From an optimization exercise on the open Yosys and OpenROAD flow, aimed at small area; shortcuts taken in it are not production practice.
The RTL was checked by simulation tests, not by an equivalence proof against the original design.
Power is estimated from default activity; no workload was simulated.

==> run a <==
// FFT
module FFT #(parameter N = 64,
             parameter WIDTH = 16)
            (input clk,
             input rst,
             input enable_in,
             input signed [WIDTH-1:0] in_re,
             input signed [WIDTH-1:0] in_im,
             output enable_out,
             output signed [WIDTH-1:0] out_re,
             output signed [WIDTH-1:0] out_im);
clock: 10.0 ns
lec_check: 0
cap_margin: 20
core_margin: 2
core_utilization: 40
cts_buf_list: sky130_fd_sc_hd__clkbuf_4 sky130_fd_sc_hd__clkbuf_8
cts_cluster_size: 30
slew_margin: 20
run.sh (not shown) runs the stock make flow with config.mk's settings and CLKGATE_MAP_FILE= SYNTH_SCRIPT=/design/flow/synth_recipe.tcl, a recipe that flattens the netlist after the stock synthesis.
==> inputs of run b, as changes to run a <==
--- a/flow/design.v
+++ b/flow/design.v
@@ -101,16 +101,16 @@
                     input rst,
                     input v_in,
                     input [5:0] cnt_in,
                     input [WIDTH-1:0] x_re,
                     input [WIDTH-1:0] x_im,
                     output reg v_out,
                     output reg [5:0] cnt_out,
-                    output reg [WIDTH-1:0] y_re,
-                    output reg [WIDTH-1:0] y_im);
+                    output [WIDTH-1:0] y_re,
+                    output [WIDTH-1:0] y_im);
     wire [15:0] re_s, im_s;
     generate if (S == 64) begin : g64
     wire [51:0] w;
     wire [63:0] e;
     genvar i;
     for (i = 0; i < 64; i = i + 1) begin : g_dec
         assign e[i] = (cnt_in[5:0] == i);
@@ -3627,23 +3627,19 @@
     wire im_c14;
     fa u_im_c14 (.a(im_13_0), .b(im_13_1), .c(im_c13), .s(im_s[13]), .co(im_c14));
     wire im_c15;
     ha u_im_c15 (.a(im_14_0), .b(im_c14), .s(im_s[14]), .co(im_c15));
     wire im_c16;
     fa u_im_c16 (.a(im_15_0), .b(im_15_1), .c(im_c15), .s(im_s[15]), .co(im_c16));
     end endgenerate
-    reg v1;
-    reg [5:0] c1;
+    assign y_re = re_s;
+    assign y_im = im_s;
     always @(posedge clk) begin
-        v1 <= v_in & ~rst;
-        c1 <= rst ? 6'd0 : cnt_in;
-        v_out <= v1 & ~rst;
-        cnt_out <= rst ? 6'd0 : c1;
-        y_re <= re_s;
-        y_im <= im_s;
+        v_out <= v_in & ~rst;
+        cnt_out <= rst ? 6'd0 : cnt_in;
     end
 endmodule
 module sdf4 #(parameter S = 64,
               parameter WIDTH = 16)
              (input clk,
               input rst,
               input v_in,
CORE_UTILIZATION = 60   (was 40)
CTS_BUF_LIST = sky130_fd_sc_hd__clkbuf_8   (was sky130_fd_sc_hd__clkbuf_4 sky130_fd_sc_hd__clkbuf_8)
CTS_CLUSTER_DIAMETER = 60   (was not set)
CTS_CLUSTER_SIZE = 16   (was 30)
SYNTH_HIERARCHICAL = 1   (was not set)
SYNTH_MINIMUM_KEEP_SIZE = 0   (was not set)
==> comparison table <==
                                                                       run a           run b
Mux cell area share after synthesis                                   0.0170          0.0335
Fin crit share                                                         0.940           0.967
Share of synthesized area occupied by flip-flops and latches           0.445           0.428
Initial antenna violation count                                            8              16
Number of flip-flops and latches                                        2442            2364
Worst slew slack as a fraction of its limit                            0.183           0.192
Cell area after layout                                            0.123 mm^2      0.116 mm^2
Synthesized-area fraction occupied by and/or/nand/nor cells           0.0533          0.0528
Clock-cell share of area                                              0.0641          0.0266
Global Route met1 Usage                                                0.258           0.463
Worst path bufs/invs                                                      11               2
Placed cell area                                                  0.115 mm^2      0.113 mm^2
Via density per instance                                                5.06            6.23
Static leakage                                                       50.3 nW         46.3 nW
Status                                                        finished clean  finished clean
Synthesized instance count                                              9940            9373
Met2 wire len                                                         141 mm          139 mm
Initial cell density of the core                                       0.402           0.604


==> job 3630: inputs <==
FFT again, from the RTL that the note above started with.
// FFT
module FFT #(parameter N = 64,
             parameter WIDTH = 16)
            (input clk,
             input rst,
             input enable_in,
             input signed [WIDTH-1:0] in_re,
             input signed [WIDTH-1:0] in_im,
             output enable_out,
             output signed [WIDTH-1:0] out_re,
             output signed [WIDTH-1:0] out_im);
Settings: LEC_CHECK=0, CAP_MARGIN=20, CORE_MARGIN=2, CORE_UTILIZATION=60, CTS_BUF_LIST=sky130_fd_sc_hd__clkbuf_8, CTS_CLUSTER_SIZE=24, SLEW_MARGIN=20; clock period 10.0 ns.
==> job 6892 (differences from job 3630) <==
--- a/flow/design.v
+++ b/flow/design.v
@@ -102,14 +102,14 @@
                     input v_in,
                     input [5:0] cnt_in,
                     input [WIDTH-1:0] x_re,
                     input [WIDTH-1:0] x_im,
                     output reg v_out,
                     output reg [5:0] cnt_out,
-                    output reg [WIDTH-1:0] y_re,
-                    output reg [WIDTH-1:0] y_im);
+                    output [WIDTH-1:0] y_re,
+                    output [WIDTH-1:0] y_im);
     wire [15:0] re_s, im_s;
     generate if (S == 64) begin : g64
     wire [51:0] w;
     wire [63:0] e;
     genvar i;
     for (i = 0; i < 64; i = i + 1) begin : g_dec
@@ -3628,21 +3628,17 @@
     fa u_im_c14 (.a(im_13_0), .b(im_13_1), .c(im_c13), .s(im_s[13]), .co(im_c14));
     wire im_c15;
     ha u_im_c15 (.a(im_14_0), .b(im_c14), .s(im_s[14]), .co(im_c15));
     wire im_c16;
     fa u_im_c16 (.a(im_15_0), .b(im_15_1), .c(im_c15), .s(im_s[15]), .co(im_c16));
     end endgenerate
-    reg v1;
-    reg [5:0] c1;
+    assign y_re = re_s;
+    assign y_im = im_s;
     always @(posedge clk) begin
-        v1 <= v_in & ~rst;
-        c1 <= rst ? 6'd0 : cnt_in;
-        v_out <= v1 & ~rst;
-        cnt_out <= rst ? 6'd0 : c1;
-        y_re <= re_s;
-        y_im <= im_s;
+        v_out <= v_in & ~rst;
+        cnt_out <= rst ? 6'd0 : cnt_in;
     end
 endmodule
 module sdf4 #(parameter S = 64,
               parameter WIDTH = 16)
              (input clk,
               input rst,
==> flow/config.mk (replaced) <==
export PLATFORM = sky130hd
export DESIGN_NAME = FFT
export DESIGN_NICKNAME = FFT
export VERILOG_FILES = /design/flow/design.v
export SDC_FILE = /design/flow/constraint.sdc
export NUM_CORES = 4
export LEC_CHECK = 0
export ABC_AREA = 1
export CAP_MARGIN = 5
export CORE_MARGIN = 2
export CORE_UTILIZATION = 60
export CTS_BUF_LIST = sky130_fd_sc_hd__clkbuf_8
export CTS_CLUSTER_DIAMETER = 60
export CTS_CLUSTER_SIZE = 16
export SLEW_MARGIN = 5
==> comparison table <==
Slack of the worst reg-to-reg path: job 6892 0.62 ns; job 3630 0.71 ns
Maximum resistive drop on vdd: job 6892 0.2077 mV; job 3630 0.1999 mV
Placed Cells incl. Taps: job 6892 12076; job 3630 12021
Result of the run: job 6892 finished clean; job 3630 finished clean
Crit share post-route: job 6892 93.79%; job 3630 95.30%
Worst R2R Path Depth: job 6892 41; job 3630 38
Power consumed by the clock network: job 6892 4.73 mW; job 3630 7.81 mW
Worst hold slack: job 6892 0.2833 ns; job 3630 0.2553 ns
Capture point of the critical path: job 6892 u_s1.g_mul.u_mul.g64.im_2_0; job 3630 u_s1.u_bf1.u_delay.buffer[0][31]
Number of global-route vias before repair: job 6892 71136; job 3630 74075
Row cnt: job 6892 153; job 3630 157
Final critical delay including setup and external delays: job 6892 9.379 ns; job 3630 9.530 ns
Total clock buffers created by CTS: job 6892 178; job 3630 365
Critical path data required time: job 6892 10.84 ns; job 3630 10.94 ns
Area share of the largest cell type after synthesis: job 6892 45.11%; job 3630 44.47%
Final design utilization: job 6892 64.31%; job 3630 66.01%

re-timing with driven ports:
No port has a modelled driver above. Below, the same layouts with a new extraction and two added sets of constraints. Step 1 (the two cells are an assumption about what drives the block):
set clk [get_ports {clk}]
set_driving_cell -lib_cell sky130_fd_sc_hd__clkbuf_16 $clk
set_driving_cell -lib_cell sky130_fd_sc_hd__buf_2 [delete_from_list [all_inputs] $clk]
Step 2 also shifts input and output timing later by t, the mid clock arrival at the registers, as if the neighbouring blocks saw the same clock. Slacks: ideal / step 1 / step 2; pairs: ideal / step 1.
| run | shift t [ns] | setup WS [ns] | worst hold slack (ns) | worst register clock-pin slew, ns |
|---|---|---|---|---|
| run a | 1.050 | 0.601 / 0.601 / -0.382 | 0.249 / 0.249 / 0.249 | 0.08 / 0.08 |
| run b | 1.069 | 0.334 / 0.334 / 0.117 | 0.304 / 0.304 / 0.304 | 0.10 / 0.10 |
| job 3630 | 1.099 | 0.470 / 0.521 / -0.578 | 0.255 / 0.255 / 0.255 | 0.08 / 0.08 |
| job 6892 | 1.043 | 0.621 / 0.621 / -0.180 | 0.283 / 0.283 / 0.283 | 0.10 / 0.10 |
With both steps, setup timing fails in run a, job 3630 and job 6892, where it was met with ideal ports. The setup slack of job 3630, which loses most, moves by +0.051 ns with the drivers and by -1.048 ns with both steps.
